This is an optimization exercise on Yosys and OpenROAD, whose aim is small area, not a production implementation.
The RTL was checked by simulation tests, not by an equivalence proof against the original design.
Power is estimated from default activity; no workload was simulated.

$ cat flow/config.mk
export PLATFORM = sky130hd
export DESIGN_NAME = apollo_top
export DESIGN_NICKNAME = apollo_top
export VERILOG_FILES = /design/flow/design.v
export SDC_FILE = /design/flow/constraint.sdc
export NUM_CORES = 4
export LEC_CHECK = 0
export CAP_MARGIN = 20
export CORE_MARGIN = 2
export CORE_UTILIZATION = 60
export CTS_BUF_LIST = sky130_fd_sc_hd__clkbuf_4
export PLACE_DENSITY = 0.75
export SLEW_MARGIN = 20
$ cat flow/constraint.sdc
create_clock -name core_clock -period 20.0 [get_ports {clk}]
set_input_delay 4.0000 -clock core_clock [delete_from_list [all_inputs] [get_ports {clk}]]
set_output_delay 4.0000 -clock core_clock [all_outputs]
set_load 0.01 [all_outputs]
$ cat flow/design.v
module apollo_top(
	input clk,
	input rst_n,
	input rs232_rx,
	output rs232_tx,
	input [7:0] in_ad_data,
	output out_ad_clk,
	output Sftclk,
	output Lchclk,
	output SDout,
	output test1,
	output test2
);
reg [3:0] rxs;
always @(posedge clk or negedge rst_n)
	if (!rst_n) rxs <= 4'd0;
	else rxs <= {rxs[2:0], rs232_rx};
wire rx_neg = rxs[3] & rxs[2] & ~rxs[1] & ~rxs[0];
reg rx_busy, rx_bps, rx_int;
reg [8:0] rx_cnt;
reg [3:0] rx_num;
reg [7:0] rx_data;
wire rx_cnt_end = rx_cnt[8] & rx_cnt[7] & rx_cnt[5] & rx_cnt[4] & rx_cnt[1];	 
always @(posedge clk or negedge rst_n)
	if (!rst_n) rx_cnt <= 9'd0;
	else if (rx_busy && !rx_cnt_end) rx_cnt <= rx_cnt + 9'd1;
	else rx_cnt <= 9'd0;
always @(posedge clk or negedge rst_n)
	if (!rst_n) rx_bps <= 1'b0;
	else rx_bps <= rx_busy && (rx_cnt == 9'd217);
wire rx_num9 = rx_num[3] & rx_num[0];
always @(posedge clk or negedge rst_n)
	if (!rst_n) rx_busy <= 1'b0;
	else if (!rx_busy && rx_neg) rx_busy <= 1'b1;
	else if (rx_num9 && rx_bps) rx_busy <= 1'b0;
always @(posedge clk or negedge rst_n)
	if (!rst_n) begin
		rx_num <= 4'd0;
		rx_int <= 1'b0;
	end else if (rx_busy && rx_bps) begin
		if (!rx_num9) begin rx_num <= rx_num + 4'd1; rx_int <= 1'b0; end
		else begin rx_num <= 4'd0; rx_int <= 1'b1; end
	end else rx_int <= 1'b0;
always @(posedge clk)
	if (rx_busy && rx_bps)
		case (rx_num)
			4'd1: rx_data[0] <= rs232_rx;
			4'd2: rx_data[1] <= rs232_rx;
			4'd3: rx_data[2] <= rs232_rx;
			4'd4: rx_data[3] <= rs232_rx;
			4'd5: rx_data[4] <= rs232_rx;
			4'd6: rx_data[5] <= rs232_rx;
			4'd7: rx_data[6] <= rs232_rx;
			4'd8: rx_data[7] <= rs232_rx;
			default: ;
		endcase
wire tx_write;
wire [7:0] tx_in;
reg [2:0] tw;
always @(posedge clk or negedge rst_n)
	if (!rst_n) tw <= 3'b111;
	else tw <= {tw[1:0], tx_write};
wire tx_start = tw[1] & ~tw[2];
reg tx_en, tx_bps, txr;
reg [7:0] tx_data;
reg [3:0] tx_num;
reg [8:0] tx_cnt;
wire tx_num11 = tx_num[3] & tx_num[1] & tx_num[0];
always @(posedge clk or negedge rst_n)
	if (!rst_n) tx_en <= 1'b0;
	else if (tx_start) tx_en <= 1'b1;
	else if (tx_num11) tx_en <= 1'b0;
always @(posedge clk)
	if (tx_start) tx_data <= tx_in;
wire tx_cnt_end = tx_cnt[8] & tx_cnt[7] & tx_cnt[5] & tx_cnt[4] & tx_cnt[1];
always @(posedge clk or negedge rst_n)
	if (!rst_n) tx_cnt <= 9'd0;
	else if (tx_en && !tx_cnt_end) tx_cnt <= tx_cnt + 9'd1;
	else tx_cnt <= 9'd0;
always @(posedge clk or negedge rst_n)
	if (!rst_n) tx_bps <= 1'b0;
	else tx_bps <= tx_en && (tx_cnt == 9'd217);
always @(posedge clk or negedge rst_n)
	if (!rst_n) begin
		tx_num <= 4'd0;
		txr <= 1'b1;
	end else if (tx_en) begin
		if (tx_bps) begin
			tx_num <= tx_num + 4'd1;
			case (tx_num)
				4'd0: txr <= 1'b0;
				4'd1: txr <= tx_data[0];
				4'd2: txr <= tx_data[1];
				4'd3: txr <= tx_data[2];
				4'd4: txr <= tx_data[3];
				4'd5: txr <= tx_data[4];
				4'd6: txr <= tx_data[5];
				4'd7: txr <= tx_data[6];
				4'd8: txr <= tx_data[7];
				default: txr <= 1'b1;
			endcase
		end else if (tx_num11) tx_num <= 4'd0;
	end
assign rs232_tx = txr;
localparam S_IDLE = 3'd0, S_RESET = 3'd1, S_ON = 3'd2, S_OFF = 3'd3,
           S_STATUS = 3'd4, S_SILENCE = 3'd5, S_RETURN = 3'd6, S_LEVEL = 3'd7;
reg [2:0] state, state_r;
reg recv_en, ctr_out, recv_rst_r, p1, scode_rdy_r, tx_write_r, txsel;
reg [1:0] txl;
reg [14:0] out_cnt;
reg [7:0] level_r, scode_r;
always @(posedge clk or negedge rst_n)
	if (!rst_n) begin
		recv_en <= 1'b0; ctr_out <= 1'b0; recv_rst_r <= 1'b1; level_r <= 8'd100;
		p1 <= 1'b0; out_cnt <= 15'd0; state <= S_IDLE; txl <= 2'd0; txsel <= 1'b0;
		tx_write_r <= 1'b0; scode_r <= 8'd0; scode_rdy_r <= 1'b0;
	end else case (state)
		S_IDLE:
			if (rx_int)
				case (rx_data)
					8'd1: state <= S_RESET;
					8'd2: state <= S_ON;
					8'd3: state <= S_OFF;
					8'd4: begin out_cnt <= 15'd20000; state <= S_STATUS; end
					8'd5: state <= S_SILENCE;
					8'd6: state <= S_LEVEL;
					default: state <= S_RETURN;
				endcase
		S_RESET: begin scode_r <= 8'd0; scode_rdy_r <= 1'b1; recv_rst_r <= 1'b0; state <= S_RETURN; end
		S_ON:    begin scode_r <= 8'd1; scode_rdy_r <= 1'b1; recv_en <= 1'b1; state <= S_RETURN; end
		S_OFF:   begin scode_r <= 8'd2; scode_rdy_r <= 1'b1; recv_en <= 1'b0; state <= S_RETURN; end
		S_STATUS: begin
			ctr_out <= 1'b1;
			out_cnt <= out_cnt - 15'd1;
			if (out_cnt == 15'd20000) tx_write_r <= 1'b0;
			else if (out_cnt == 15'd19998) begin txl <= {recv_en, ctr_out}; txsel <= 1'b0; tx_write_r <= 1'b1; end
			else if (out_cnt == 15'd10008) tx_write_r <= 1'b0;
			else if (out_cnt == 15'd9998) begin txsel <= 1'b1; tx_write_r <= 1'b1; end
			else if (out_cnt == 15'd0) state <= S_RETURN;
		end
		S_SILENCE:
			if (rx_int) begin p1 <= (rx_data == 8'd1); state <= S_RETURN; end
		S_LEVEL:
			if (rx_int) begin scode_r <= rx_data; scode_rdy_r <= 1'b1; level_r <= rx_data; state <= S_RETURN; end
		S_RETURN:
			case (state_r)
				S_RESET: recv_rst_r <= 1'b1;
				S_ON:      begin ctr_out <= 1'b1; txl <= recv_en ? 2'd1 : 2'd2; txsel <= 1'b0; tx_write_r <= 1'b1; end
				S_OFF:     begin ctr_out <= 1'b1; txl <= recv_en ? 2'd2 : 2'd1; txsel <= 1'b0; tx_write_r <= 1'b1; end
				S_STATUS:  begin txl <= recv_en ? 2'd1 : 2'd2; txsel <= 1'b0; tx_write_r <= 1'b1; end
				S_SILENCE: ctr_out <= p1;
				S_LEVEL:   begin txl <= 2'd1; txsel <= 1'b0; tx_write_r <= 1'b1; end
				S_RETURN:  begin tx_write_r <= 1'b0; scode_rdy_r <= 1'b0; state <= S_IDLE; end
				default: ;
			endcase
		default: state <= S_IDLE;
	endcase
always @(posedge clk or negedge rst_n)
	if (!rst_n) state_r <= S_IDLE;
	else state_r <= state;
wire [7:0] recv_in;
wire recv_write;
assign tx_in = ctr_out ? (txsel ? level_r : {6'd0, txl}) : recv_in;
assign tx_write = ctr_out ? tx_write_r : recv_write;
wire ce = recv_en;
wire rrst_n = rst_n & recv_rst_r;
reg [3:0] acnt;
reg [7:0] adout;
always @(posedge clk or negedge rrst_n)
	if (!rrst_n) acnt <= 4'd0;
	else if (ce) acnt <= acnt + 4'd1;
always @(posedge clk or negedge rrst_n)
	if (!rrst_n) adout <= 8'd0;
	else if (ce && acnt == 4'd10) adout <= in_ad_data;
assign out_ad_clk = acnt[3];
wire den = (acnt == 4'd11);	 
wire a12 = (acnt == 4'd12);
wire a13 = (acnt == 4'd13);
wire bdata = adout > level_r;
assign test1 = bdata;
reg [4:0] gcnt;
reg g8;
wire g25 = gcnt[4] & gcnt[3] & gcnt[0];
always @(posedge clk or negedge rrst_n)
	if (!rrst_n) begin gcnt <= 5'd0; g8 <= 1'b0; end
	else if (ce) begin
		if (g25) begin g8 <= ~g8; gcnt <= 5'd0; end
		else gcnt <= gcnt + 5'd1;
	end
wire pe = ce & g25 & ~g8;
wire ne = ce & g25 & g8;
wire g3 = (gcnt == 5'd3);
wire g4 = (gcnt == 5'd4);
wire g11 = (gcnt == 5'd11);
reg [3:0] cdc;
reg clk_low1, cd_en, nh9, nh7;
reg ahead_mid, behind_mid;
wire ahead = ahead_mid & cd_en;
wire behind = behind_mid & cd_en;
wire num8 = ~ahead & ~behind;
wire [3:0] nhm1 = nh9 ? 4'd8 : (nh7 ? 4'd6 : 4'd7);
always @(posedge clk or negedge rrst_n)
	if (!rrst_n) begin cdc <= 4'd0; clk_low1 <= 1'b0; cd_en <= 1'b0; nh9 <= 1'b0; nh7 <= 1'b0; end
	else if (pe) begin
		cdc <= cdc + 4'd1;
		if (cdc == 4'd0) begin clk_low1 <= ~clk_low1; nh9 <= ahead; nh7 <= behind; cd_en <= 1'b0; end
		else if (cdc == 4'd4) clk_low1 <= ~clk_low1;
		else if (cdc == nhm1) begin cd_en <= 1'b1; cdc <= 4'd0; end
	end
reg [3:0] adder, count_num, adder_mid, adder_mid_ahead;
reg add_permit, firstbit;
always @(posedge clk or negedge rrst_n)
	if (!rrst_n) begin
		add_permit <= 1'b0; count_num <= 4'd0; adder <= 4'd0;
		adder_mid <= 4'd4; adder_mid_ahead <= 4'd4; firstbit <= 1'b0;
	end else if (pe) begin
		if (cd_en && num8) begin
			adder_mid_ahead <= adder_mid;
			add_permit <= 1'b1;
			count_num <= count_num + 4'd1;
			firstbit <= bdata;
			adder <= adder + {3'd0, bdata};
		end
		if (!cd_en && add_permit) begin
			if (count_num == 4'd7) begin
				count_num <= 4'd0;
				adder_mid <= adder + {3'd0, bdata};
				adder <= 4'd0;
			end else begin
				count_num <= count_num + 4'd1;
				adder <= adder + {3'd0, bdata};
			end
		end else if (!num8) begin
			add_permit <= 1'b0; count_num <= 4'd0; adder <= 4'd0; adder_mid <= 4'd4; firstbit <= 1'b0;
		end
	end
wire am_lo = (adder_mid != 4'd0) && (adder_mid < 4'd4);
wire am_hi = (adder_mid > 4'd4) && (adder_mid < 4'd8);
wire pd_ahead = (am_lo & ~firstbit) | (am_hi & firstbit)
	| ((adder_mid == 4'd8) & (adder_mid_ahead == 4'd0))
	| ((adder_mid == 4'd0) & (adder_mid_ahead == 4'd8));
wire pd_behind = (am_lo & firstbit) | (am_hi & ~firstbit);
always @(posedge clk or negedge rrst_n)
	if (!rrst_n) begin ahead_mid <= 1'b0; behind_mid <= 1'b0; end
	else if (ne) begin
		ahead_mid <= cd_en & num8 & pd_ahead;
		behind_mid <= cd_en & num8 & pd_behind;
	end
reg syn_buf, ben;
reg bin;
wire syn_neg = clk_low1 & syn_buf;
always @(posedge clk or negedge rrst_n)
	if (!rrst_n) begin syn_buf <= 1'b0; ben <= 1'b0; end
	else if (ce) begin syn_buf <= ~clk_low1; ben <= syn_neg; end
always @(posedge clk)
	if (ce && syn_neg) bin <= bdata;
assign test2 = ben;
reg [5:0] ph;
always @(posedge clk or negedge rrst_n)
	if (!rrst_n) ph <= 6'd0;
	else ph <= ph + 6'd1;
reg [255:0] dring;
reg [4:0] dwp;
reg dW, dlap;
reg [7:0] dnxt;
wire dpend = (ce & den) | dW;
wire dwr = dpend & (ph[3:0] == dwp[4:1]);
wire [15:0] d15 = dring[255:240];
wire [15:0] d14 = dring[239:224];
always @(posedge clk)
	dring <= {dring[239:0],
		(dwr & dwp[0]) ? adout : d15[15:8],
		(dwr & ~dwp[0]) ? adout : d15[7:0]};
always @(posedge clk or negedge rrst_n)
	if (!rrst_n) begin dwp <= 5'd0; dW <= 1'b0; dlap <= 1'b1; dnxt <= 8'd0; end
	else begin
		dW <= dpend & ~dwr;
		if (dwr) begin
			dwp <= dwp + 5'd1;
			if (dwp == 5'd30) dlap <= 1'b0;
			dnxt <= dlap ? 8'd0 : (dwp[0] ? d14[7:0] : d15[15:8]);
		end
	end
reg [12:0] sum;
reg [6:0] aver;
always @(posedge clk or negedge rrst_n)
	if (!rrst_n) sum <= 13'd0;
	else if (ce) begin
		if (den) sum <= sum - {5'd0, dnxt};
		else if (a12) sum <= sum + {5'd0, adout};
	end
always @(posedge clk)
	if (ce && a13) aver <= sum[12:6];
reg [6:0] llv;
reg [7:0] rssi;
reg rflag;
always @(posedge clk or negedge rrst_n)
	if (!rrst_n) llv <= 7'd0;
	else if (ce && ben && !bin) llv <= aver;
always @(posedge clk)
	if (ce && ben && bin) rssi <= {1'b0, aver} - {1'b0, llv};
always @(posedge clk or negedge rrst_n)
	if (!rrst_n) rflag <= 1'b0;
	else if (ce) begin
		if (ben && bin) rflag <= 1'b1;
		else if (g4) rflag <= 1'b0;
	end
reg [511:0] rring;
reg [5:0] rwp;
reg rW, rlap;
reg [7:0] rnxt;
wire rpend = (ce & rflag & g3) | rW;
wire rwr = rpend & (ph == rwp);
always @(posedge clk)
	rring <= {rring[503:0], rwr ? rssi : rring[511:504]};
always @(posedge clk or negedge rrst_n)
	if (!rrst_n) begin rwp <= 6'd0; rW <= 1'b0; rlap <= 1'b1; rnxt <= 8'd0; end
	else begin
		rW <= rpend & ~rwr;
		if (rwr) begin
			rwp <= rwp + 6'd1;
			if (rwp == 6'd62) rlap <= 1'b0;
			rnxt <= rlap ? 8'd0 : rring[503:496];
		end
	end
reg [14:0] rsum;
always @(posedge clk or negedge rrst_n)
	if (!rrst_n) rsum <= 15'd0;
	else if (ce && rflag) begin
		if (g3) rsum <= rsum - {7'd0, rnxt};
		else if (g4) rsum <= rsum + {7'd0, rssi};
	end
reg [43:0] bbe;	 
reg [43:0] bbo;	 
always @(posedge clk or negedge rrst_n)
	if (!rrst_n) bbe <= 44'd0;
	else if (ce && ben) bbe <= {bbo[42:0], bin};
always @(posedge clk)
	if (ce && ben) bbo <= bbe;
wire [87:0] bbuf;
genvar gi;
generate for (gi = 0; gi < 44; gi = gi + 1) begin : g_bb
	assign bbuf[2*gi] = bbe[gi];
	assign bbuf[2*gi+1] = bbo[gi];
end endgenerate
wire match = bbuf[87] & bbuf[86] & ~bbuf[85] & ~bbuf[84] & ~bbuf[3] & ~bbuf[2] & bbuf[1] & bbuf[0];
reg dpend_f;	 
always @(posedge clk or negedge rrst_n)
	if (!rrst_n) dpend_f <= 1'b0;
	else if (ce) begin
		if (ben && match) dpend_f <= 1'b1;
		else if (g11) dpend_f <= 1'b0;
	end
wire fden = dpend_f & g11;
function [7:0] man;
	input [15:0] d;
	integer k;
	begin
		for (k = 0; k < 8; k = k + 1) man[k] = d[2*k+1] & ~d[2*k];
	end
endfunction
reg ts, ts_r;
reg [12:0] ocnt;
reg [3:0] fcnt;
wire tsp = ts & ~ts_r;
wire oc6000 = ocnt[12] & ocnt[10] & ocnt[9] & ocnt[8] & ocnt[6] & ocnt[5] & ocnt[4];
wire oc50 = (ocnt == 13'd50);
always @(posedge clk or negedge rrst_n)
	if (!rrst_n) begin ts <= 1'b0; ts_r <= 1'b0; end
	else if (ce) begin
		ts_r <= ts;
		if (fden) ts <= 1'b1;
		else if (fcnt[3]) ts <= 1'b0;
	end
always @(posedge clk or negedge rrst_n)
	if (!rrst_n) begin ocnt <= 13'd0; fcnt <= 4'd0; end
	else if (ce) begin
		if (tsp) begin ocnt <= 13'd0; fcnt <= 4'd0; end
		else if (ts) begin
			if (oc6000) begin ocnt <= 13'd0; fcnt <= fcnt + 4'd1; end
			else ocnt <= ocnt + 13'd1;
		end else begin ocnt <= 13'd0; fcnt <= 4'd0; end
	end
reg [7:0] f_uh, f_ul, f_zid, f_cnt, f_typ, f_rssi;
always @(posedge clk)
	if (ce && tsp) begin
		f_uh <= man(bbuf[84:69]);
		f_ul <= man(bbuf[68:53]);
		f_zid <= man(bbuf[52:37]);
		f_typ <= man(bbuf[36:21]);
		f_cnt <= man(bbuf[20:5]);
		f_rssi <= rsum[14:7];
	end
reg [7:0] fb;
always @(*)
	case (fcnt[2:0])
		3'd0: fb = 8'hCA;
		3'd1: fb = f_uh;
		3'd2: fb = f_ul;
		3'd3: fb = f_zid;
		3'd4: fb = f_cnt;
		3'd5: fb = f_typ;
		3'd6: fb = f_rssi;
		default: fb = 8'hFE;
	endcase
reg [7:0] dout_r;
reg drdy_r;
always @(posedge clk or negedge rrst_n)
	if (!rrst_n) begin dout_r <= 8'd0; drdy_r <= 1'b0; end
	else if (ce) begin
		if (ts && oc50) begin dout_r <= fb; drdy_r <= 1'b1; end
		else drdy_r <= 1'b0;
	end
assign recv_in = dout_r;
assign recv_write = drdy_r;
reg refresh_r;
always @(posedge clk or negedge rst_n)
	if (!rst_n) refresh_r <= 1'b0;
	else if (scode_rdy_r) refresh_r <= 1'b1;
localparam B_IDLE = 3'd0, B_SHIFT = 3'd1, B_WJ = 3'd2, B_JUDGE = 3'd3, B_ADD = 3'd4;
reg [2:0] bst;
reg [3:0] shift_time;
reg change_done, add3_en;
reg [7:0] rb;
reg [1:0] b2;
reg [3:0] b1, b0;
reg [9:0] bcd;
always @(posedge clk or negedge rst_n)
	if (!rst_n) bst <= B_IDLE;
	else case (bst)
		B_IDLE: if ((scode_r != 8'd0) && refresh_r) bst <= B_SHIFT;
		B_SHIFT: bst <= B_WJ;
		B_WJ: bst <= change_done ? B_IDLE : B_JUDGE;
		B_JUDGE: bst <= add3_en ? B_ADD : B_SHIFT;
		B_ADD: bst <= B_SHIFT;
		default: bst <= B_IDLE;
	endcase
wire early = shift_time[3] & (shift_time[1] | shift_time[0]);	 
always @(posedge clk)
	case (bst)
		B_IDLE: begin shift_time <= 4'd10; rb <= scode_r; b2 <= 2'd0; b1 <= 4'd0; b0 <= 4'd0; end
		B_SHIFT: begin
			{b2, b1, b0} <= {b2[0], b1, b0, early ? 1'b0 : rb[7]};
			if (!early) rb <= {rb[6:0], 1'b0};
			shift_time <= shift_time - 4'd1;
			change_done <= (shift_time == 4'd1);
		end
		B_WJ: add3_en <= (b1 >= 4'd5) || (b0 >= 4'd5);
		B_JUDGE: add3_en <= 1'b0;
		B_ADD: begin
			if (b1 >= 4'd5) b1 <= b1 + 4'd3;
			if (b0 >= 4'd5) b0 <= b0 + 4'd3;
		end
		default: ;
	endcase
always @(posedge clk or negedge rst_n)
	if (!rst_n) bcd <= 10'd0;
	else if (bst == B_WJ && change_done) bcd <= {b2, b1, b0};
reg [6:0] pc;
reg lch;
reg [1:0] dpy_n;
reg [3:0] dig;
always @(posedge clk or negedge rst_n)
	if (!rst_n) pc <= 7'd78;
	else if (pc == 7'd78) pc <= 7'd0;
	else pc <= pc + 7'd1;
always @(posedge clk or negedge rst_n)
	if (!rst_n) lch <= 1'b0;
	else if (pc == 7'd77) lch <= 1'b1;
	else if (pc == 7'd2) lch <= 1'b0;
always @(posedge clk or negedge rst_n)
	if (!rst_n) dpy_n <= 2'd0;
	else if (pc == 7'd78 && lch) dpy_n <= dpy_n + 2'd1;
always @(posedge clk or negedge rst_n)
	if (!rst_n) dig <= 4'd0;
	else if (pc == 7'd38)
		case (dpy_n)
			2'd0: dig <= bcd[3:0];
			2'd1: dig <= bcd[7:4];
			2'd2: dig <= {2'd0, bcd[9:8]};
			default: dig <= 4'd0;
		endcase
reg [7:0] seg;
always @(*)
	case (dig)
		4'd0: seg = 8'b1100_0000;
		4'd1: seg = 8'b1111_1001;
		4'd2: seg = 8'b1010_0100;
		4'd3: seg = 8'b1011_0000;
		4'd4: seg = 8'b1001_1001;
		4'd5: seg = 8'b1001_0010;
		4'd6: seg = 8'b1000_0010;
		4'd7: seg = 8'b1111_1000;
		4'd8: seg = 8'b1000_0000;
		default: seg = 8'b1001_0000;
	endcase
reg sd, sck;
always @(*) begin
	sd = 1'b0;
	if (pc >= 7'd24 && pc <= 7'd27) sd = (dpy_n == 2'd0);
	else if (pc >= 7'd28 && pc <= 7'd31) sd = (dpy_n == 2'd1);
	else if (pc >= 7'd32 && pc <= 7'd35) sd = (dpy_n == 2'd2);
	else if (pc >= 7'd36 && pc <= 7'd41) sd = (dpy_n == 2'd3);
	else if (pc >= 7'd42 && pc <= 7'd49) sd = seg[7];
	else if (pc >= 7'd50 && pc <= 7'd53) sd = seg[6];
	else if (pc >= 7'd54 && pc <= 7'd57) sd = seg[5];
	else if (pc >= 7'd58 && pc <= 7'd61) sd = seg[4];
	else if (pc >= 7'd62 && pc <= 7'd65) sd = seg[3];
	else if (pc >= 7'd66 && pc <= 7'd69) sd = seg[2];
	else if (pc >= 7'd70 && pc <= 7'd73) sd = seg[1];
	else if (pc >= 7'd74 || pc <= 7'd3) sd = seg[0];
	sck = ((pc >= 7'd9 && pc <= 7'd38) && (pc[1] ^ pc[0]))
	   || ((pc >= 7'd47 && pc <= 7'd76) && (pc[1:0] == 2'd3 || pc[1:0] == 2'd0));
end
assign Sftclk = sck;
assign Lchclk = lch;
assign SDout = sd;
endmodule
$ cat flow/run.sh
#!/bin/bash
# synth_recipe.tcl (not shown) runs the flow's synth.tcl, then flattens the netlist and writes it again
# the make line also repeats each setting of config.mk as NAME=value (left out here)
make -C /OpenROAD-flow-scripts/flow DESIGN_CONFIG=/design/flow/config.mk WORK_HOME=/design/flow/orfs CLKGATE_MAP_FILE= SYNTH_SCRIPT=/design/flow/synth_recipe.tcl finish
==> key figures, run 1 <==
Outcome
  – Status: timing/DRC/antenna clean

Clock network
  – Clock sink total: 1223
  – CTS tree: yes
  – Clk buf depth: 4
  – PostCTS Resize Cnt: 0
  – Clock slew at reported path FFs: 70 ps
  – Hold Buf Count CTS: 0
  – Clock root buffer: clkbuf_4
  – Setup Buffers After CTS: 0
  – CTS buffer count: 301
  – H-tree depth: 5
  – Clock latency (worst-skew pair): 1150 ps

Die
  – Starting density of the core: 0.6077
  – Die area: 64630 um^2
  – Core Region: 61830 um^2
  – Die X: 254.2 um
  – Num rows: 91
  – Ports: 18
  – Chip height: 254.2 um

Synthesis
  – Yosys reg bits: 1223
  – Ys async rst share: 0.2510
  – Number of synthesized flops with an enable pin: 148
  – Cell Area, Synth: 37570 um^2
  – Syn Area/Cell: 13.48 um^2
  – Share of the synthesized area in the top cell type: 0.4092
  – Library cells used by synthesis: 71
  – Synth warnings: 1
  – Most frequent cell after synthesis: dfxtp_1
  – Most common library cells after synthesis: 768 x dfxtp_1, 291 x dfrtp_1, 199 x nand2_1
  – Synth area leaders: dfxtp_1 41%, dfrtp_1 19%, edfxtp_1 12%
  – Net Count, Synth: 2901
  – Post-synth top area cell: dfxtp_1
  – Main synth FF type: dfxtp_1
  – Cells after Synth: 2787
  – Sequential fraction of the synthesis area: 0.7325

Final layout
  – Multi-input gate area: 9410 um^2
  – Fillers: 4273
  – Nets: 3161
  – Final std cells w/o fill: 4093
  – Share of cells above drive strength 1: 0.1932
  – Area grow syn2layout: 12.63%
  – Reg area: 27520 um^2

Detailed routing
  – Vias post-DR: 21237
  – DRC: 0
  – Iter 0 DRT Violations: 1307
  – Total wire length: 65.04 mm
  – Vias/cell: 5.189
  – WL per Instance: 15.89 um
  – Antenna viol nets, final: 0
  – Pre-antenna DRT Iters: 5

GRT
  – First-pass GRT wire length: 108.8 mm
  – GR Overflow Total: 0
  – Vias in the first global route: 22182
  – All-Layer GR Usage: 0.2109
  – Number of antenna violations at the first check in global routing: 4
  – Largest net degree at the start of global routing: 69

Hold path
  – Worst hold path type: reg2reg

Timing
  – Tmin final: 8070 ps
  – Final hold slack: 217.0 ps
  – Setup ws final: 11930 ps
  – Clock skew: 122.9 ps
  – Period utilisation layout: 0.4035
  – Rel. slew slack: 0.3449
  – F_max: 123.9 MHz
  – Hold Fails Final Rpt: 0
  – Setup violators final: 0
  – RSZ-0062 raised after global routing: false
  – Setup TNS Final: 0 ps
  – Least-Margin Pin Slew: 982.6 ps
  – Final Max Tran Viols: 0

Setup path
  – Setup CP Type: reg2out
  – Worst path max stage delay: 720 ps
  – Startpoint Class: flop
  – Largest fanout on the critical path: 16
  – Worst Path Required: 16000 ps
  – Crit path capture type: primary output
  – CP cell instances: nand2_1 -> or4b_2 -> o31ai_1 -> o211ai_1 -> a221oi_1 -> nor4_1 -> o21ai_0 -> clkdlybuf4s50_1
  – Slowest CP cell: dfstp_2
  – Crit path arrival time: 4070 ps

Flow run
  – Number of max-cap violations: 0

Placed design
  – Placed Instances: 3581
  – Final GP Congestion: 0.8563
  – PortBufs: 17
  – Detailed Place HPWL: 39.50 mm
  – Post-place setup slack: 13000 ps

Power and ir drop
  – Final total power: 4.515 mW
  – P per Cell Area: 106.7 nW/um^2
  – Leak: 17.75 nW
  – Highest ir drop seen on vdd: 95.89 uV
==> stage by stage <==
stage / util / cell area (um^2)
after CTS: 0.6839 / 42280
final: 0.6844 / 42320
after floorplan: - / 37570
after detailed placement: 0.6244 / 38600
after global routing: 0.6842 / 42300
after global placement: 0.6244 / 38600
==> metal layers <==
metal	track usage	vias up	share of wire
met2	0.3251	525	0.47
li1	-	10267	-
met3	0.05634	144	0.053
met1	0.2826	10301	0.46
met4	0.09395	0	0.025
met5	0	-	0
==> critical path: cells and delay by family, from the launching register on <==
kind / cells / cell delay (ps)
AND/OR/NAND/NOR: 3 / 940
AO/OA/AOI/OAI: 4 / 780
flip-flops: 1 / 720
buffers and inverters: 1 / 580
==> layout make-up <==
| class | count | area share |
|---|---|---|
| diodes | 11 | 0.0006505 |
| clock buffers | 448 | 0.07948 |
| clock inverters | 53 | 0.007481 |
| inverters | 103 | 0.009137 |
| multi-input cells | 1391 | 0.2224 |
| flip-flops and latches | 1223 | 0.6504 |
| well taps | 837 | 0.02475 |
| repair buffers | 27 | 0.005736 |
==> state kept, by name (all words and copies together) (netlist names), 10 cells and up, named ones only <==
name / cells
bbe: 44
bbo: 44
bcd: 10
dring: 256
ocnt: 13
out_cnt: 15
rring: 512
rsum: 15
sum: 13
==> report_power, final <==
part | leakage [nW] | total, mW | switching (mW) | internal [mW]
sequential | 11.5 | 2.50 | 0.00868 | 2.49
combinational | 4.07 | 0.0308 | 0.0181 | 0.0127
clock | 2.21 | 1.98 | 0.914 | 1.07
==> cell families (layout without fill, tap and decap cells) <==
family,Yosys count,in the layout,synth area share
buffers and inverters,173,631,0.01745
XOR/XNOR,109,109,0.02541
flip-flops,1223,1223,0.7325
AO/OA/AOI/OAI,396,396,0.06551
adder cells (fa/ha/maj),103,103,0.03490
other,0,11,0
AND/OR/NAND/NOR,642,642,0.08263
multiplexers,141,141,0.04156
==> worst paths after layout <==
check / startpoint / endpoint / slack [ps] / depth (start not counted)
min in group asynchronous: recv_rst_r$_DFFE_PN1P_ / rwp[3]$_DFFE_PN0P_ / 800 / 1
worst min register to register: rring[450]$_DFF_P_ / rring[458]$_DFF_P_ / 220 / 0
worst max-delay path: pc[3]$_DFF_PN1_ / SDout / 11930 / 8
worst max register to register: gcnt[0]$_DFFE_PN0P_ / rsum[14]$_DFFE_PN0P_ / 16030 / 16
worst min-delay path: rring[450]$_DFF_P_ / rring[458]$_DFF_P_ / 220 / 0
max in group asynchronous: rst_n / llv[2]$_DFFE_PN0P_ / 14690 / 3
==> cell usage in the layout, fill, tap and decap left out, types with 8 or more instances in the layout <==
cell type	instances
nand3b_1	14
or2_2	8
clkinv_1	42
o22ai_1	9
clkdlybuf4s50_1	16
mux2_2	120
mux2i_1	21
buf_4	11
and2_1	9
nand2_1	199
xor2_1	59
nand3_1	58
nand4_1	20
inv_1	101
a31oi_1	19
nor2_1	151
nor4_1	18
o21a_1	11
dfrtp_1	291
xnor2_1	50
nand2b_1	25
ha_1	100
nor3_1	27
edfxtp_1	148
nor2b_1	60
dfstp_2	16
diode_2	11
dfxtp_1	768
o21ai_0	151
or3_1	13
a21oi_1	78
a22o_1	19
a222oi_1	11
a21o_1	15
o31ai_1	22
clkbuf_4	448
and3_1	15
==> run 2: changes to the inputs <==
--- a/flow/config.mk
+++ b/flow/config.mk
@@ -7,7 +7,6 @@
 export LEC_CHECK = 0
 export CAP_MARGIN = 20
 export CORE_MARGIN = 2
-export CORE_UTILIZATION = 60
-export CTS_BUF_LIST = sky130_fd_sc_hd__clkbuf_4
-export PLACE_DENSITY = 0.75
+export CORE_UTILIZATION = 40
+export PLACE_DENSITY = 0.6
 export SLEW_MARGIN = 20
==> key figures, run 2 <==
Timing
  – Hold Fails Final Rpt: 0 (unchanged)
  – Setup TNS Final: 0 ps (unchanged)
  – Least-Margin Pin Slew: 1080 ps (was 982.6 ps)
  – Final Max Tran Viols: 0 (unchanged)
  – F_max: 129.4 MHz (was 123.9 MHz)
  – Tmin final: 7730 ps (was 8070 ps)
  – Clock skew: 61.95 ps (was 122.9 ps)
  – RSZ-0062 raised after global routing: false (unchanged)
  – Setup violators final: 0 (unchanged)
  – Rel. slew slack: 0.2797 (was 0.3449)
  – Period utilisation layout: 0.3865 (was 0.4035)

Synthesis
  – Synth warnings: 1 (unchanged)
  – Post-synth top area cell: dfxtp_1 (unchanged)
  – Syn Area/Cell: 13.48 um^2 (unchanged)
  – Most frequent cell after synthesis: dfxtp_1 (unchanged)
  – Cells after Synth: 2787 (unchanged)
  – Number of synthesized flops with an enable pin: 148 (unchanged)
  – Share of the synthesized area in the top cell type: 0.4092 (unchanged)
  – Synth area leaders: dfxtp_1 41%, dfrtp_1 19%, edfxtp_1 12% (unchanged)
  – Sequential fraction of the synthesis area: 0.7325 (unchanged)
  – Yosys reg bits: 1223 (unchanged)
  – Most common library cells after synthesis: 768 x dfxtp_1, 291 x dfrtp_1, 199 x nand2_1 (unchanged)
  – Library cells used by synthesis: 71 (unchanged)
  – Cell Area, Synth: 37570 um^2 (unchanged)
  – Main synth FF type: dfxtp_1 (unchanged)
  – Ys async rst share: 0.2510 (unchanged)
  – Net Count, Synth: 2901 (unchanged)

Setup path
  – Crit path capture type: primary output (unchanged)
  – Largest fanout on the critical path: 16 (unchanged)
  – Setup CP Type: reg2out (unchanged)
  – CP cell instances: nand2_1 -> or4b_2 -> o31ai_1 -> o211ai_1 -> a221oi_1 -> nor4_1 -> o21ai_0 -> clkdlybuf4s50_1 (unchanged)
  – Crit path arrival time: 3730 ps (was 4070 ps)
  – Startpoint Class: flop (unchanged)
  – Worst Path Required: 16000 ps (about the same)
  – Slowest CP cell: dfstp_2 (unchanged)
  – Worst path max stage delay: 710 ps (was 720 ps)

Final layout
  – Final Util: 0.4610 (was 0.6844)
  – Ant diodes: 0 (was 11)
  – Multi-input gate area: 9413 um^2 (was 9410 um^2)
  – Leading cell type in the layout, fill and taps excluded: dfxtp_1 (unchanged)
  – Area grow syn2layout: 14.36% (was 12.63%)
  – Fillers: 8149 (was 4273)
  – Reg area: 27520 um^2 (unchanged)
  – Largest register FFs: 512 (unchanged)
  – Nets: 2972 (was 3161)
  – Largest Register: rring (unchanged)
  – Biggest regs: rring (512), dring (256) (unchanged)
  – Most frequent cells in the layout: 768 x dfxtp_1, 291 x dfrtp_1, 199 x nand2_1 (was 768 x dfxtp_1, 448 x clkbuf_4, 291 x dfrtp_1)
  – Share of cells above drive strength 1: 0.1195 (was 0.1932)

Detailed routing
  – Iter 0 DRT Violations: 1119 (was 1307)
  – Antenna viol nets, final: 0 (unchanged)
  – M1 wire length: 30.97 mm (was 29.62 mm)
  – Routed length on met3: 2.426 mm (was 3.419 mm)
  – Pre-antenna DRT Iters: 7 (was 5)
  – WL per Instance: 15.01 um (was 15.89 um)
  – DRC: 0 (unchanged)
  – Top layer in use: met4 (unchanged)
  – Met2 routed WL: 28.14 mm (was 30.37 mm)
  – Vias/cell: 4.743 (was 5.189)
  – Total wire length: 63.17 mm (was 65.04 mm)
  – Vias post-DR: 19960 (was 21237)

Power and ir drop
  – Sequential power share: 0.537 (was 0.554)
  – Highest ir drop seen on vdd: 101.7 uV (was 95.89 uV)
  – Clock share of power: 0.457 (was 0.439)
  – Combinational Power Share: 0.007 (about the same)
  – Net switching power of the design: 0.9450 mW (was 0.9403 mW)
  – Cell Int Power: 3.718 mW (was 3.574 mW)
  – Final total power: 4.663 mW (was 4.515 mW)
  – Sw frac: 0.2027 (was 0.2083)
  – P per Cell Area: 108.5 nW/um^2 (was 106.7 nW/um^2)
  – Leak: 17.42 nW (was 17.75 nW)

Outcome
  – Status: timing/DRC/antenna clean (unchanged)

GRT
  – Number of antenna violations at the first check in global routing: 2 (was 4)
  – All-Layer GR Usage: 0.1345 (was 0.2109)
  – GR Overflow Total: 0 (unchanged)
  – Vias in the first global route: 20349 (was 22182)
  – Largest net degree at the start of global routing: 87 (was 69)
  – First-pass GRT wire length: 105.3 mm (was 108.8 mm)

Die
  – Starting density of the core: 0.4032 (was 0.6077)
  – Chip height: 310.5 um (was 254.2 um)
  – Die area: 96390 um^2 (was 64630 um^2)
  – Ports: 18 (unchanged)
  – Num rows: 112 (was 91)
  – Die X: 310.5 um (was 254.2 um)
  – Core Region: 93190 um^2 (was 61830 um^2)

Clock network
  – PostCTS Resize Cnt: 0 (unchanged)
  – Clk buf depth: 3 (was 4)
  – H-tree depth: 3 (was 5)
  – Clock sink total: 1223 (unchanged)
  – CTS buffer count: 112 (was 301)
  – Hold Buf Count CTS: 0 (unchanged)
  – Clock slew at reported path FFs: 60 ps (was 70 ps)
  – CTS tree: yes (unchanged)
  – Clock latency (worst-skew pair): 700 ps (was 1150 ps)
  – Setup Buffers After CTS: 0 (unchanged)
  – Clock root buffer: clkbuf_16 (was clkbuf_4)

Placed design
  – PortBufs: 17 (unchanged)
  – Final GP Congestion: 0.8164 (was 0.8563)
  – Detailed Place HPWL: 40.57 mm (was 39.50 mm)

Flow run
  – Number of max-cap violations: 0 (unchanged)

Hold path
  – Worst hold path type: reg2reg (unchanged)
[run 2: cell counts after synthesis]
Identical to the previous run, type by type.
[run 2: power groups by stage]
stage	Clock, mW	Sequential (mW)	Combinational, mW
2_1_floorplan	0	2.55	0.0193
3_3_place_gp	0	2.55	0.0302
3_5_place_dp	0	2.55	0.0315
4_1_cts	2.19	2.50	0.0317
5_1_grt	2.29	2.50	0.0354
6_report	2.13	2.50	0.0308
[run 2: logic make-up (layout without fill, tap and decap cells)]
| group | Yosys count | count (layout) | synth area share |
|---|---|---|---|
| AO/OA/AOI/OAI | 396 | 396 | 0.06551 |
| buffers and inverters | 173 | 340 | 0.01745 |
| adder cells (fa/ha/maj) | 103 | 103 | 0.03490 |
| flip-flops | 1223 | 1223 | 0.7325 |
| XOR/XNOR | 109 | 109 | 0.02541 |
| AND/OR/NAND/NOR | 642 | 642 | 0.08263 |
| multiplexers | 141 | 141 | 0.04156 |
[run 2: per-stage QoR]
| step | cells | cell area (um^2) | worst slack, ps | hold WS [ps] |
|---|---|---|---|---|
| after CTS | 4207 | 42930 | 12230 | 302.5 |
| after global routing | 4208 | 42960 | 12010 | 306.2 |
| final | 4208 | 42960 | 12270 | 301.0 |
| after floorplan | 2787 | 37570 | 9780 | 309.6 |
| after detailed placement | 3997 | 39120 | 12570 | 312.1 |
| after global placement | 3997 | 39120 | 12680 | 309.8 |
[run 2: critical path: cells and delay by family (launching register included)]
family / cells / cell delay (ps)
flip-flops: 1 / 710
AO/OA/AOI/OAI: 4 / 840
buffers and inverters: 1 / 590
AND/OR/NAND/NOR: 3 / 930
[run 2: cell type report]
type	count	share of cell area
well taps	1254	0.03652
multi-input cells	1391	0.2191
clock inverters	54	0.01398
flip-flops and latches	1223	0.6406
repair buffers	27	0.006116
clock buffers	156	0.07473
inverters	103	0.008999
[run 2: metal layers]
metal  track usage  up-vias
li1              -     9699
met3       0.02241      133
met2        0.2093      345
met4       0.04696        0
met5             0        -
met1        0.1905     9783
[run 2: path summary, 6_finish.rpt]
kind / slack [ps] / from / cells past startpoint / to
max in group asynchronous: 13950 / rst_n / 4 / dnxt[2]$_DFFE_PN0P_
min reg2reg: 300 / rring[317]$_DFF_P_ / 0 / rring[325]$_DFF_P_
max reg2reg: 15950 / gcnt[0]$_DFFE_PN0P_ / 16 / rsum[14]$_DFFE_PN0P_
min in group asynchronous: 550 / recv_rst_r$_DFFE_PN1P_ / 1 / ocnt[7]$_DFFE_PN0P_
max: 12270 / pc[3]$_DFF_PN1_ / 8 / SDout
min: 300 / rring[317]$_DFF_P_ / 0 / rring[325]$_DFF_P_
==> run 3: changes to the inputs <==
--- a/flow/config.mk
+++ b/flow/config.mk
@@ -8,5 +8,7 @@
 export CAP_MARGIN = 20
 export CORE_MARGIN = 2
 export CORE_UTILIZATION = 40
+export CTS_BUF_LIST = sky130_fd_sc_hd__clkbuf_2 sky130_fd_sc_hd__clkbuf_4
+export CTS_CLUSTER_SIZE = 30
 export PLACE_DENSITY = 0.6
 export SLEW_MARGIN = 20
==> key figures, run 3 <==
Outcome
  – Status: timing/DRC/antenna clean (unchanged)

Flow run
  – Number of max-cap violations: 0 (unchanged)

Clock network
  – Setup Buffers After CTS: 0 (unchanged)
  – CTS buffer count: 310 (was 112)
  – CTS tree: yes (unchanged)
  – Hold Buf Count CTS: 0 (unchanged)
  – Clk buf depth: 4 (was 3)
  – PostCTS Resize Cnt: 0 (unchanged)
  – Clock sink total: 1223 (unchanged)
  – Clock latency (worst-skew pair): 1100 ps (was 700 ps)
  – Clock slew at reported path FFs: 70 ps (was 60 ps)
  – Clock root buffer: clkbuf_4 (was clkbuf_16)
  – H-tree depth: 5 (was 3)

Final layout
  – Share of cells above drive strength 1: 0.1996 (was 0.1195)
  – Reg area: 27520 um^2 (unchanged)
  – Nets: 3171 (was 2972)
  – Leading cell type in the layout, fill and taps excluded: dfxtp_1 (unchanged)
  – Largest register FFs: 512 (unchanged)
  – Fillers: 8371 (was 8149)
  – Design Area, Final: 42990 um^2 (was 42960 um^2)
  – Biggest regs: rring (512), dring (256) (unchanged)
  – Area grow syn2layout: 14.43% (was 14.36%)
  – Most frequent cells in the layout: 768 x dfxtp_1, 472 x clkbuf_4, 291 x dfrtp_1 (was 768 x dfxtp_1, 291 x dfrtp_1, 199 x nand2_1)
  – Largest Register: rring (unchanged)
  – Multi-input gate area: 9413 um^2 (unchanged)

Detailed routing
  – WL per Instance: 14.36 um (was 15.01 um)
  – Iter 0 DRT Violations: 1043 (was 1119)
  – Vias/cell: 4.663 (was 4.743)
  – DRC: 0 (unchanged)
  – Pre-antenna DRT Iters: 5 (was 7)
  – Antenna viol nets, final: 0 (unchanged)
  – Vias post-DR: 21122 (was 19960)
  – Total wire length: 65.05 mm (was 63.17 mm)

Setup path
  – CP cell instances: nand2_1 -> or4b_2 -> o31ai_1 -> o211ai_1 -> a221oi_1 -> nor4_1 -> o21ai_0 -> clkdlybuf4s50_1 (unchanged)
  – Largest fanout on the critical path: 16 (unchanged)
  – Startpoint Class: flop (unchanged)
  – Worst Path Required: 16000 ps (about the same)
  – Crit path capture type: primary output (unchanged)
  – Slowest CP cell: dfstp_2 (unchanged)
  – Worst path max stage delay: 720 ps (was 710 ps)
  – Crit path arrival time: 4090 ps (was 3730 ps)
  – Worst path top cell family by delay: simple AND/OR/NAND/NOR gates (unchanged)
  – Setup CP Type: reg2out (unchanged)
  – WP buf/inv: 1 (unchanged)

Placed design
  – Final GP Congestion: 0.8164 (unchanged)
  – Post-place setup slack: 12570 ps (unchanged)
  – PortBufs: 17 (unchanged)
  – Detailed Place HPWL: 40.57 mm (unchanged)
  – Area after DPL: 39120 um^2 (unchanged)

Synthesis
  – Cells after Synth: 2787 (unchanged)
  – Net Count, Synth: 2901 (unchanged)
  – Library cells used by synthesis: 71 (unchanged)
  – Syn Area/Cell: 13.48 um^2 (unchanged)
  – Most common library cells after synthesis: 768 x dfxtp_1, 291 x dfrtp_1, 199 x nand2_1 (unchanged)
  – Sequential fraction of the synthesis area: 0.7325 (unchanged)
  – Cell Area, Synth: 37570 um^2 (unchanged)
  – Synth area leaders: dfxtp_1 41%, dfrtp_1 19%, edfxtp_1 12% (unchanged)
  – Share of the synthesized area in the top cell type: 0.4092 (unchanged)
  – Synth warnings: 1 (unchanged)
  – Ys async rst share: 0.2510 (unchanged)
  – Main synth FF type: dfxtp_1 (unchanged)
  – Most frequent cell after synthesis: dfxtp_1 (unchanged)
  – Post-synth top area cell: dfxtp_1 (unchanged)
  – Yosys reg bits: 1223 (unchanged)
  – Number of synthesized flops with an enable pin: 148 (unchanged)

Power and ir drop
  – Highest ir drop seen on vdd: 72.65 uV (was 101.7 uV)
  – P per Cell Area: 105.4 nW/um^2 (was 108.5 nW/um^2)
  – Leak: 17.85 nW (was 17.42 nW)

Timing
  – Least-Margin Pin Slew: 1019 ps (was 1080 ps)
  – F_max: 123.6 MHz (was 129.4 MHz)
  – Clock skew: 111.1 ps (was 61.95 ps)
  – Tmin final: 8093 ps (was 7730 ps)
  – Setup TNS Final: 0 ps (unchanged)
  – Final Max Tran Viols: 0 (unchanged)
  – Rel. slew slack: 0.3199 (was 0.2797)
  – Hold Fails Final Rpt: 0 (unchanged)
  – Final hold slack: 253.5 ps (was 301.0 ps)
  – Setup violators final: 0 (unchanged)
  – Setup ws final: 11910 ps (was 12270 ps)
  – Period utilisation layout: 0.4047 (was 0.3865)
  – RSZ-0062 raised after global routing: false (unchanged)

GRT
  – Largest net degree at the start of global routing: 87 (unchanged)
  – All-Layer GR Usage: 0.1402 (was 0.1345)
  – First-pass GRT wire length: 109.0 mm (was 105.3 mm)
  – Number of antenna violations at the first check in global routing: 12 (was 2)
  – GR Overflow Total: 0 (unchanged)
  – Vias in the first global route: 22192 (was 20349)

Hold path
  – Worst hold path type: reg2reg (unchanged)

Die
  – Starting density of the core: 0.4032 (unchanged)
  – Num rows: 112 (unchanged)
  – Die X: 310.5 um (unchanged)
  – Chip height: 310.5 um (unchanged)
  – Ports: 18 (unchanged)
  – Die area: 96390 um^2 (unchanged)
  – Core Region: 93190 um^2 (unchanged)
-- run 3: cell counts after synthesis --
Identical to the previous run, type by type.
-- run 3: path summary, 6_finish.rpt --
path | endpoint | startpoint | cells after the start | slack [ps]
setup / recovery | SDout | pc[3]$_DFF_PN1_ | 8 | 11910
hold / removal | rring[410]$_DFF_P_ | rring[402]$_DFF_P_ | 0 | 250
setup reg to reg | rsum[14]$_DFFE_PN0P_ | gcnt[1]$_DFFE_PN0P_ | 16 | 15920
hold reg to reg | rring[410]$_DFF_P_ | rring[402]$_DFF_P_ | 0 | 250
max in group asynchronous | sum[6]$_DFFE_PN0P_ | rst_n | 4 | 14280
min in group asynchronous | fcnt[3]$_DFFE_PN0P_ | recv_rst_r$_DFFE_PN1P_ | 1 | 480
-- run 3: logic make-up (layout without fill, tap and decap cells) --
kind of cell | after synthesis | after routing | synth area share
AOI/OAI and AO/OA | 396 | 396 | 0.06551
other | 0 | 5 | 0
and+or+nand+nor | 642 | 642 | 0.08263
xor gates and xnor gates | 109 | 109 | 0.02541
adders and majority gates | 103 | 103 | 0.03490
DFF | 1223 | 1223 | 0.7325
buffers and inverters | 173 | 657 | 0.01745
muxes | 141 | 141 | 0.04156
-- run 3: report_power, final --
group / internal [mW] / total, mW / leakage, nW / switching, mW
registers: 2.49 / 2.50 / 11.5 / 0.00857
logic: 0.0128 / 0.0309 / 4.08 / 0.0181
clock network: 1.08 / 2.00 / 2.29 / 0.916
-- run 3: final cells by class --
type / count / share of cell area
Timing Repair Buffer: 28 / 0.006752
Multi-Input combinational cell: 1391 / 0.2189
Antenna cell: 5 / 0.0002910
Tap cell: 1254 / 0.03650
Inverter: 103 / 0.008993
Sequential cell: 1223 / 0.6402
Clock inverter: 54 / 0.005937
Clock buffer: 472 / 0.08242
-- run 3: worst reg2reg max path, delay by kind of cell, from the launching register on --
| family | cells | cell delay (ps) |
|---|---|---|
| and+or+nand+nor | 4 | 830 |
| DFF | 1 | 410 |
| buffers and inverters | 2 | 300 |
| adders and majority gates | 3 | 900 |
| AOI/OAI and AO/OA | 7 | 1440 |
-- run 3: per-layer routing --
| layer | GRT usage | up-vias | part of all wire |
|---|---|---|---|
| li1 | - | 10286 | - |
| met5 | 0 | - | 0 |
| met3 | 0.03705 | 137 | 0.045 |
| met2 | 0.2115 | 435 | 0.45 |
| met1 | 0.1859 | 10264 | 0.48 |
| met4 | 0.07224 | 0 | 0.026 |
-- run 3: stage by stage --
| step | cells | utilization | power (mW) |
|---|---|---|---|
| 6_report | 4530 | 0.4613 | 4.531 |
| 5_1_grt | 4528 | 0.4613 | 4.758 |
| 4_1_cts | 4523 | 0.4606 | 4.621 |
| 3_5_place_dp | 3997 | 0.4198 | 2.585 |
| 3_3_place_gp | 3997 | 0.4198 | 2.583 |
| 2_1_floorplan | 2787 | - | 2.571 |
==> run 4: changes to the inputs <==
--- a/flow/design.v
+++ b/flow/design.v
@@ -21,9 +21,8 @@
 reg [3:0] rx_num;
 reg [7:0] rx_data;
 wire rx_cnt_end = rx_cnt[8] & rx_cnt[7] & rx_cnt[5] & rx_cnt[4] & rx_cnt[1];	 
-always @(posedge clk or negedge rst_n)
-	if (!rst_n) rx_cnt <= 9'd0;
-	else if (rx_busy && !rx_cnt_end) rx_cnt <= rx_cnt + 9'd1;
+always @(posedge clk)
+	if (rx_busy && !rx_cnt_end) rx_cnt <= rx_cnt + 9'd1;
 	else rx_cnt <= 9'd0;
 always @(posedge clk or negedge rst_n)
 	if (!rst_n) rx_bps <= 1'b0;
@@ -73,9 +72,8 @@
 always @(posedge clk)
 	if (tx_start) tx_data <= tx_in;
 wire tx_cnt_end = tx_cnt[8] & tx_cnt[7] & tx_cnt[5] & tx_cnt[4] & tx_cnt[1];
-always @(posedge clk or negedge rst_n)
-	if (!rst_n) tx_cnt <= 9'd0;
-	else if (tx_en && !tx_cnt_end) tx_cnt <= tx_cnt + 9'd1;
+always @(posedge clk)
+	if (tx_en && !tx_cnt_end) tx_cnt <= tx_cnt + 9'd1;
 	else tx_cnt <= 9'd0;
 always @(posedge clk or negedge rst_n)
 	if (!rst_n) tx_bps <= 1'b0;
@@ -112,8 +110,8 @@
 always @(posedge clk or negedge rst_n)
 	if (!rst_n) begin
 		recv_en <= 1'b0; ctr_out <= 1'b0; recv_rst_r <= 1'b1; level_r <= 8'd100;
-		p1 <= 1'b0; out_cnt <= 15'd0; state <= S_IDLE; txl <= 2'd0; txsel <= 1'b0;
-		tx_write_r <= 1'b0; scode_r <= 8'd0; scode_rdy_r <= 1'b0;
+		p1 <= 1'b0; state <= S_IDLE; txl <= 2'd0; txsel <= 1'b0;
+		tx_write_r <= 1'b0; scode_rdy_r <= 1'b0;
 	end else case (state)
 		S_IDLE:
 			if (rx_int)
@@ -121,17 +119,16 @@
 					8'd1: state <= S_RESET;
 					8'd2: state <= S_ON;
 					8'd3: state <= S_OFF;
-					8'd4: begin out_cnt <= 15'd20000; state <= S_STATUS; end
+					8'd4: state <= S_STATUS;
 					8'd5: state <= S_SILENCE;
 					8'd6: state <= S_LEVEL;
 					default: state <= S_RETURN;
 				endcase
-		S_RESET: begin scode_r <= 8'd0; scode_rdy_r <= 1'b1; recv_rst_r <= 1'b0; state <= S_RETURN; end
-		S_ON:    begin scode_r <= 8'd1; scode_rdy_r <= 1'b1; recv_en <= 1'b1; state <= S_RETURN; end
-		S_OFF:   begin scode_r <= 8'd2; scode_rdy_r <= 1'b1; recv_en <= 1'b0; state <= S_RETURN; end
+		S_RESET: begin scode_rdy_r <= 1'b1; recv_rst_r <= 1'b0; state <= S_RETURN; end
+		S_ON:    begin scode_rdy_r <= 1'b1; recv_en <= 1'b1; state <= S_RETURN; end
+		S_OFF:   begin scode_rdy_r <= 1'b1; recv_en <= 1'b0; state <= S_RETURN; end
 		S_STATUS: begin
 			ctr_out <= 1'b1;
-			out_cnt <= out_cnt - 15'd1;
 			if (out_cnt == 15'd20000) tx_write_r <= 1'b0;
 			else if (out_cnt == 15'd19998) begin txl <= {recv_en, ctr_out}; txsel <= 1'b0; tx_write_r <= 1'b1; end
 			else if (out_cnt == 15'd10008) tx_write_r <= 1'b0;
@@ -141,7 +138,7 @@
 		S_SILENCE:
 			if (rx_int) begin p1 <= (rx_data == 8'd1); state <= S_RETURN; end
 		S_LEVEL:
-			if (rx_int) begin scode_r <= rx_data; scode_rdy_r <= 1'b1; level_r <= rx_data; state <= S_RETURN; end
+			if (rx_int) begin scode_rdy_r <= 1'b1; level_r <= rx_data; state <= S_RETURN; end
 		S_RETURN:
 			case (state_r)
 				S_RESET: recv_rst_r <= 1'b1;
@@ -155,6 +152,17 @@
 			endcase
 		default: state <= S_IDLE;
 	endcase
+always @(posedge clk)
+	if (state == S_IDLE && rx_int && rx_data == 8'd4) out_cnt <= 15'd20000;
+	else if (state == S_STATUS) out_cnt <= out_cnt - 15'd1;
+always @(posedge clk)
+	case (state)
+		S_RESET: scode_r <= 8'd0;
+		S_ON: scode_r <= 8'd1;
+		S_OFF: scode_r <= 8'd2;
+		S_LEVEL: if (rx_int) scode_r <= rx_data;
+		default: ;
+	endcase
 always @(posedge clk or negedge rst_n)
 	if (!rst_n) state_r <= S_IDLE;
 	else state_r <= state;
@@ -174,7 +182,6 @@
 	else if (ce && acnt == 4'd10) adout <= in_ad_data;
 assign out_ad_clk = acnt[3];
 wire den = (acnt == 4'd11);	 
-wire a12 = (acnt == 4'd12);
 wire a13 = (acnt == 4'd13);
 wire bdata = adout > level_r;
 assign test1 = bdata;
@@ -259,38 +266,26 @@
 always @(posedge clk or negedge rrst_n)
 	if (!rrst_n) ph <= 6'd0;
 	else ph <= ph + 6'd1;
-reg [255:0] dring;
-reg [4:0] dwp;
-reg dW, dlap;
-reg [7:0] dnxt;
-wire dpend = (ce & den) | dW;
-wire dwr = dpend & (ph[3:0] == dwp[4:1]);
-wire [15:0] d15 = dring[255:240];
-wire [15:0] d14 = dring[239:224];
-always @(posedge clk)
-	dring <= {dring[239:0],
-		(dwr & dwp[0]) ? adout : d15[15:8],
-		(dwr & ~dwp[0]) ? adout : d15[7:0]};
+reg [12:0] pv;
 always @(posedge clk or negedge rrst_n)
-	if (!rrst_n) begin dwp <= 5'd0; dW <= 1'b0; dlap <= 1'b1; dnxt <= 8'd0; end
-	else begin
-		dW <= dpend & ~dwr;
-		if (dwr) begin
-			dwp <= dwp + 5'd1;
-			if (dwp == 5'd30) dlap <= 1'b0;
-			dnxt <= dlap ? 8'd0 : (dwp[0] ? d14[7:0] : d15[15:8]);
-		end
-	end
-reg [12:0] sum;
-reg [6:0] aver;
+	if (!rrst_n) pv <= 13'd0;
+	else if (ce && a13) pv <= pv + {5'd0, adout};
+wire snap = ce & g8 & (gcnt == 5'd9);	 
+wire [3:0] nhm2 = nh9 ? 4'd7 : (nh7 ? 4'd5 : 4'd6);
+reg [12:0] k7, k8, bas;
+always @(posedge clk)
+	if (snap && (cdc == nhm2 || (cdc == 4'd0 && pd_ahead))) k7 <= pv;
+always @(posedge clk)
+	if (snap && cdc == nhm1) k8 <= pv;
+reg fb1;
 always @(posedge clk or negedge rrst_n)
-	if (!rrst_n) sum <= 13'd0;
-	else if (ce) begin
-		if (den) sum <= sum - {5'd0, dnxt};
-		else if (a12) sum <= sum + {5'd0, adout};
+	if (!rrst_n) begin bas <= 13'd0; fb1 <= 1'b1; end
+	else if (ce && ben) begin
+		fb1 <= 1'b0;
+		if (!fb1) bas <= (nh7 | nh9) ? k7 : k8;
 	end
-always @(posedge clk)
-	if (ce && a13) aver <= sum[12:6];
+wire [12:0] avs = pv - bas;
+wire [6:0] aver = avs[12:6];
 reg [6:0] llv;
 reg [7:0] rssi;
 reg rflag;
@@ -372,9 +367,8 @@
 		if (fden) ts <= 1'b1;
 		else if (fcnt[3]) ts <= 1'b0;
 	end
-always @(posedge clk or negedge rrst_n)
-	if (!rrst_n) begin ocnt <= 13'd0; fcnt <= 4'd0; end
-	else if (ce) begin
+always @(posedge clk)
+	if (ce) begin
 		if (tsp) begin ocnt <= 13'd0; fcnt <= 4'd0; end
 		else if (ts) begin
 			if (oc6000) begin ocnt <= 13'd0; fcnt <= fcnt + 4'd1; end
@@ -391,9 +385,12 @@
 		f_cnt <= man(bbuf[20:5]);
 		f_rssi <= rsum[14:7];
 	end
+reg sent_any;
+wire pre50 = (ocnt <= 13'd50);
+wire [2:0] idx = fcnt[2:0] - {2'd0, pre50};
 reg [7:0] fb;
 always @(*)
-	case (fcnt[2:0])
+	case (idx)
 		3'd0: fb = 8'hCA;
 		3'd1: fb = f_uh;
 		3'd2: fb = f_ul;
@@ -403,15 +400,14 @@
 		3'd6: fb = f_rssi;
 		default: fb = 8'hFE;
 	endcase
-reg [7:0] dout_r;
 reg drdy_r;
 always @(posedge clk or negedge rrst_n)
-	if (!rrst_n) begin dout_r <= 8'd0; drdy_r <= 1'b0; end
+	if (!rrst_n) begin sent_any <= 1'b0; drdy_r <= 1'b0; end
 	else if (ce) begin
-		if (ts && oc50) begin dout_r <= fb; drdy_r <= 1'b1; end
+		if (ts && oc50) begin sent_any <= 1'b1; drdy_r <= 1'b1; end
 		else drdy_r <= 1'b0;
 	end
-assign recv_in = dout_r;
+assign recv_in = sent_any ? fb : 8'd0;
 assign recv_write = drdy_r;
 reg refresh_r;
 always @(posedge clk or negedge rst_n)
--- a/flow/config.mk
+++ b/flow/config.mk
@@ -8,7 +8,5 @@
 export CAP_MARGIN = 20
 export CORE_MARGIN = 2
 export CORE_UTILIZATION = 40
-export CTS_BUF_LIST = sky130_fd_sc_hd__clkbuf_2 sky130_fd_sc_hd__clkbuf_4
-export CTS_CLUSTER_SIZE = 30
 export PLACE_DENSITY = 0.6
 export SLEW_MARGIN = 20
==> key figures, run 4 <==
Synthesis
  – Cell Area, Synth: 32550 um^2 (was 37570 um^2)
  – Post-synth top area cell: dfxtp_1 (unchanged)
  – Synth warnings: 1 (unchanged)
  – Number of synthesized flops with an enable pin: 192 (was 148)
  – Syn Area/Cell: 13.12 um^2 (was 13.48 um^2)
  – Main synth FF type: dfxtp_1 (unchanged)
  – Net Count, Synth: 2597 (was 2901)
  – Share of the synthesized area in the top cell type: 0.3352 (was 0.4092)
  – Sequential fraction of the synthesis area: 0.6982 (was 0.7325)
  – Yosys reg bits: 978 (was 1223)
  – Most common library cells after synthesis: 545 x dfxtp_1, 225 x dfrtp_1, 192 x edfxtp_1 (was 768 x dfxtp_1, 291 x dfrtp_1, 199 x nand2_1)
  – Library cells used by synthesis: 87 (was 71)
  – Most frequent cell after synthesis: dfxtp_1 (unchanged)
  – Ys async rst share: 0.2464 (was 0.2510)
  – Synth area leaders: dfxtp_1 34%, edfxtp_1 18%, dfrtp_1 17% (was dfxtp_1 41%, dfrtp_1 19%, edfxtp_1 12%)
  – Cells after Synth: 2481 (was 2787)

GRT
  – GR Overflow Total: 0 (unchanged)
  – Number of antenna violations at the first check in global routing: 2 (was 12)
  – Largest net degree at the start of global routing: 81 (was 87)
  – Vias in the first global route: 18068 (was 22192)
  – All-Layer GR Usage: 0.1359 (was 0.1402)
  – First-pass GRT wire length: 92.94 mm (was 109.0 mm)

Detailed routing
  – Vias/cell: 4.808 (was 4.663)
  – DRC: 0 (unchanged)
  – Total wire length: 55.29 mm (was 65.05 mm)
  – Antenna viol nets, final: 0 (unchanged)
  – Vias post-DR: 17714 (was 21122)
  – Pre-antenna DRT Iters: 7 (was 5)
  – Iter 0 DRT Violations: 992 (was 1043)
  – WL per Instance: 15.01 um (was 14.36 um)

Setup path
  – Largest fanout on the critical path: 12 (was 16)
  – Crit path arrival time: 3570 ps (was 4090 ps)
  – Worst Path Required: 16000 ps (about the same)
  – Setup CP Type: reg2out (unchanged)
  – Startpoint Class: flop (unchanged)
  – Crit path capture type: primary output (unchanged)

Clock network
  – CTS tree: yes (unchanged)
  – Clock latency (worst-skew pair): 650 ps (was 1100 ps)
  – H-tree depth: 3 (was 5)
  – Clock sink total: 978 (was 1223)
  – CTS buffer count: 96 (was 310)
  – Clock root buffer: clkbuf_16 (was clkbuf_4)
  – Clk buf depth: 3 (was 4)
  – PostCTS Resize Cnt: 0 (unchanged)
  – Hold Buf Count CTS: 0 (unchanged)
  – Setup Buffers After CTS: 0 (unchanged)
  – Clock slew at reported path FFs: 60 ps (was 70 ps)

Timing
  – Setup violators final: 0 (unchanged)
  – Least-Margin Pin Slew: 1066 ps (was 1019 ps)
  – RSZ-0062 raised after global routing: false (unchanged)
  – Final Max Tran Viols: 0 (unchanged)
  – Setup ws final: 12430 ps (was 11910 ps)
  – Hold Fails Final Rpt: 0 (unchanged)
  – F_max: 132.1 MHz (was 123.6 MHz)
  – Tmin final: 7571 ps (was 8093 ps)
  – Clock skew: 26.33 ps (was 111.1 ps)
  – Setup TNS Final: 0 ps (unchanged)
  – Rel. slew slack: 0.2857 (was 0.3199)
  – Period utilisation layout: 0.3785 (was 0.4047)

Power and ir drop
  – Sequential power share: 0.527 (was 0.552)
  – Final total power: 3.840 mW (was 4.531 mW)
  – Cell Int Power: 3.072 mW (was 3.589 mW)
  – Clock share of power: 0.467 (was 0.441)
  – Leak: 14.76 nW (was 17.85 nW)
  – Net switching power of the design: 0.7677 mW (was 0.9430 mW)
  – Highest ir drop seen on vdd: 66.54 uV (was 72.65 uV)
  – P per Cell Area: 103.4 nW/um^2 (was 105.4 nW/um^2)
  – Combinational Power Share: 0.006 (was 0.007)
  – Sw frac: 0.1999 (was 0.2081)

Final layout
  – Biggest regs: rring (512), bbe (44), bbo (44) (was rring (512), dring (256))
  – Share of cells above drive strength 1: 0.1148 (was 0.1996)
  – Largest register FFs: 512 (unchanged)
  – Leading cell type in the layout, fill and taps excluded: dfxtp_1 (unchanged)
  – Area grow syn2layout: 14.08% (was 14.43%)
  – Largest Register: rring (unchanged)
  – Nets: 2659 (was 3171)
  – Final Util: 0.4610 (was 0.4613)
  – Most frequent cells in the layout: 545 x dfxtp_1, 225 x dfrtp_1, 192 x edfxtp_1 (was 768 x dfxtp_1, 472 x clkbuf_4, 291 x dfrtp_1)

Placed design
  – Post-place setup slack: 13060 ps (was 12570 ps)
  – Final GP Congestion: 0.8084 (was 0.8164)
  – Detailed Place HPWL: 35.39 mm (was 40.57 mm)
  – PortBufs: 17 (unchanged)

Hold path
  – Worst hold path type: reg2reg (unchanged)

Die
  – Chip height: 289.3 um (was 310.5 um)
  – Num rows: 104 (was 112)
  – Ports: 18 (unchanged)
  – Starting density of the core: 0.4041 (was 0.4032)
  – Core Region: 80550 um^2 (was 93190 um^2)
  – Die area: 83680 um^2 (was 96390 um^2)
  – Die X: 289.3 um (was 310.5 um)

Outcome
  – Status: timing/DRC/antenna clean (unchanged)

Flow run
  – Number of max-cap violations: 0 (unchanged)
## run 4: metrics by stage
stage / std cells / hold slack [ps] / instance area, um^2
floorplan: 2481 / 309.6 / 32550
global placement: 3505 / 311.0 / 33880
detailed placement: 3505 / 312.1 / 33880
CTS: 3683 / 317.5 / 37130
global route: 3683 / 325.3 / 37130
finish: 3684 / 313.2 / 37140
## run 4: cell type report
type                    count  area (um^2)
diodes                      1        2.502
repair buffers             28        254.0
well taps                1060         1326
clock buffers             145         2884
fillers                  7079        43410
multi-input cells        1346         9225
clock inverters            33        367.9
inverters                  93        349.1
flip-flops and latches    978        22730
## run 4: worst paths after layout
kind,from,endpoint,slack (ps),depth (start not counted)
worst min-delay path,rring[436]$_DFF_P_,rring[444]$_DFF_P_,310,0
max in group asynchronous,rst_n,rwp[5]$_DFFE_PN0P_,14290,4
min in group asynchronous,recv_rst_r$_DFFE_PN1P_,rsum[14]$_DFFE_PN0P_,470,1
worst min register to register,rring[436]$_DFF_P_,rring[444]$_DFF_P_,310,0
worst max-delay path,pc[1]$_DFF_PN1_,SDout,12430,10
worst max register to register,gcnt[0]$_DFFE_PN0P_,rsum[12]$_DFFE_PN0P_,16100,15
## run 4: cells by family (layout without fill, tap and decap cells)
logic type                 count (synthesis)  after routing  synth area share
DFF                                      978            978            0.6982
and+or+nand+nor                          648            648           0.09859
AOI/OAI and AO/OA                        355            355           0.07042
buffers and inverters                    157            299           0.01899
muxes                                    124            124           0.04190
xor gates and xnor gates                 114            114           0.03090
adders and majority gates                105            105           0.04105
other                                      0              1                 0
## run 4: routing by layer
metal,wire length [um],track usage
met5,0,0
met4,1364,0.04768
met3,2299,0.02543
met2,24900,0.2129
met1,26720,0.1889
## run 4: power by group through the flow
stage               Clock (mW)  Sequential, mW  Combinational [mW]
floorplan                    0            2.06              0.0147
global placement             0            2.06              0.0228
detailed placement           0            2.07              0.0238
CTS                       1.85            2.02              0.0240
global route              1.92            2.02              0.0267
finish                    1.79            2.02              0.0233
## run 4: worst max-delay path, stage by stage (launching register included)
cell and delay, ps:
dfstp_2 640, inv_1 110, ha_1 270, o21bai_1 210, nor3b_1 170, o21ai_1 180
mux2_2 350, o32ai_1 120, o211a_1 180, a221o_1 150, clkdlybuf4s50_1 550

==> re-timing with driven ports <==
Ports are ideal in the flow. The routed layouts listed here were re-timed in OpenROAD.
Step 1: set_driving_cell puts a clkbuf_16 on clk and a buf_2 on each other input, an assumption about the parent block.
Step 2 adds t to the input delays and takes it off the output delays; t is the mean of the earliest and latest rising clock arrival at the registers after step 1. Input paths then give back, and output paths get back, about the clock's delay inside the block.
Slacks: ideal ports / drivers / drivers and shift; pairs: ideal ports / drivers.
run | shift t [ns] | slack for setup (ns) | worst hold slack (ns) | worst register clock-pin slew, ns | pins driven straight from the clock port
run 1 | 1.147 | 11.930 / 11.873 / 13.021 | 0.217 / 0.217 / 0.217 | 0.08 / 0.08 | 1
run 2 | 0.728 | 12.270 / 12.207 / 12.936 | 0.301 / 0.301 / 0.301 | 0.07 / 0.07 | 1
run 3 | 1.100 | 11.907 / 11.848 / 12.948 | 0.253 / 0.253 / 0.253 | 0.07 / 0.07 | 1
run 4 | 0.693 | 12.429 / 12.370 / 13.062 | 0.313 / 0.313 / 0.313 | 0.06 / 0.06 | 1
After both steps every run listed still meets setup and hold.
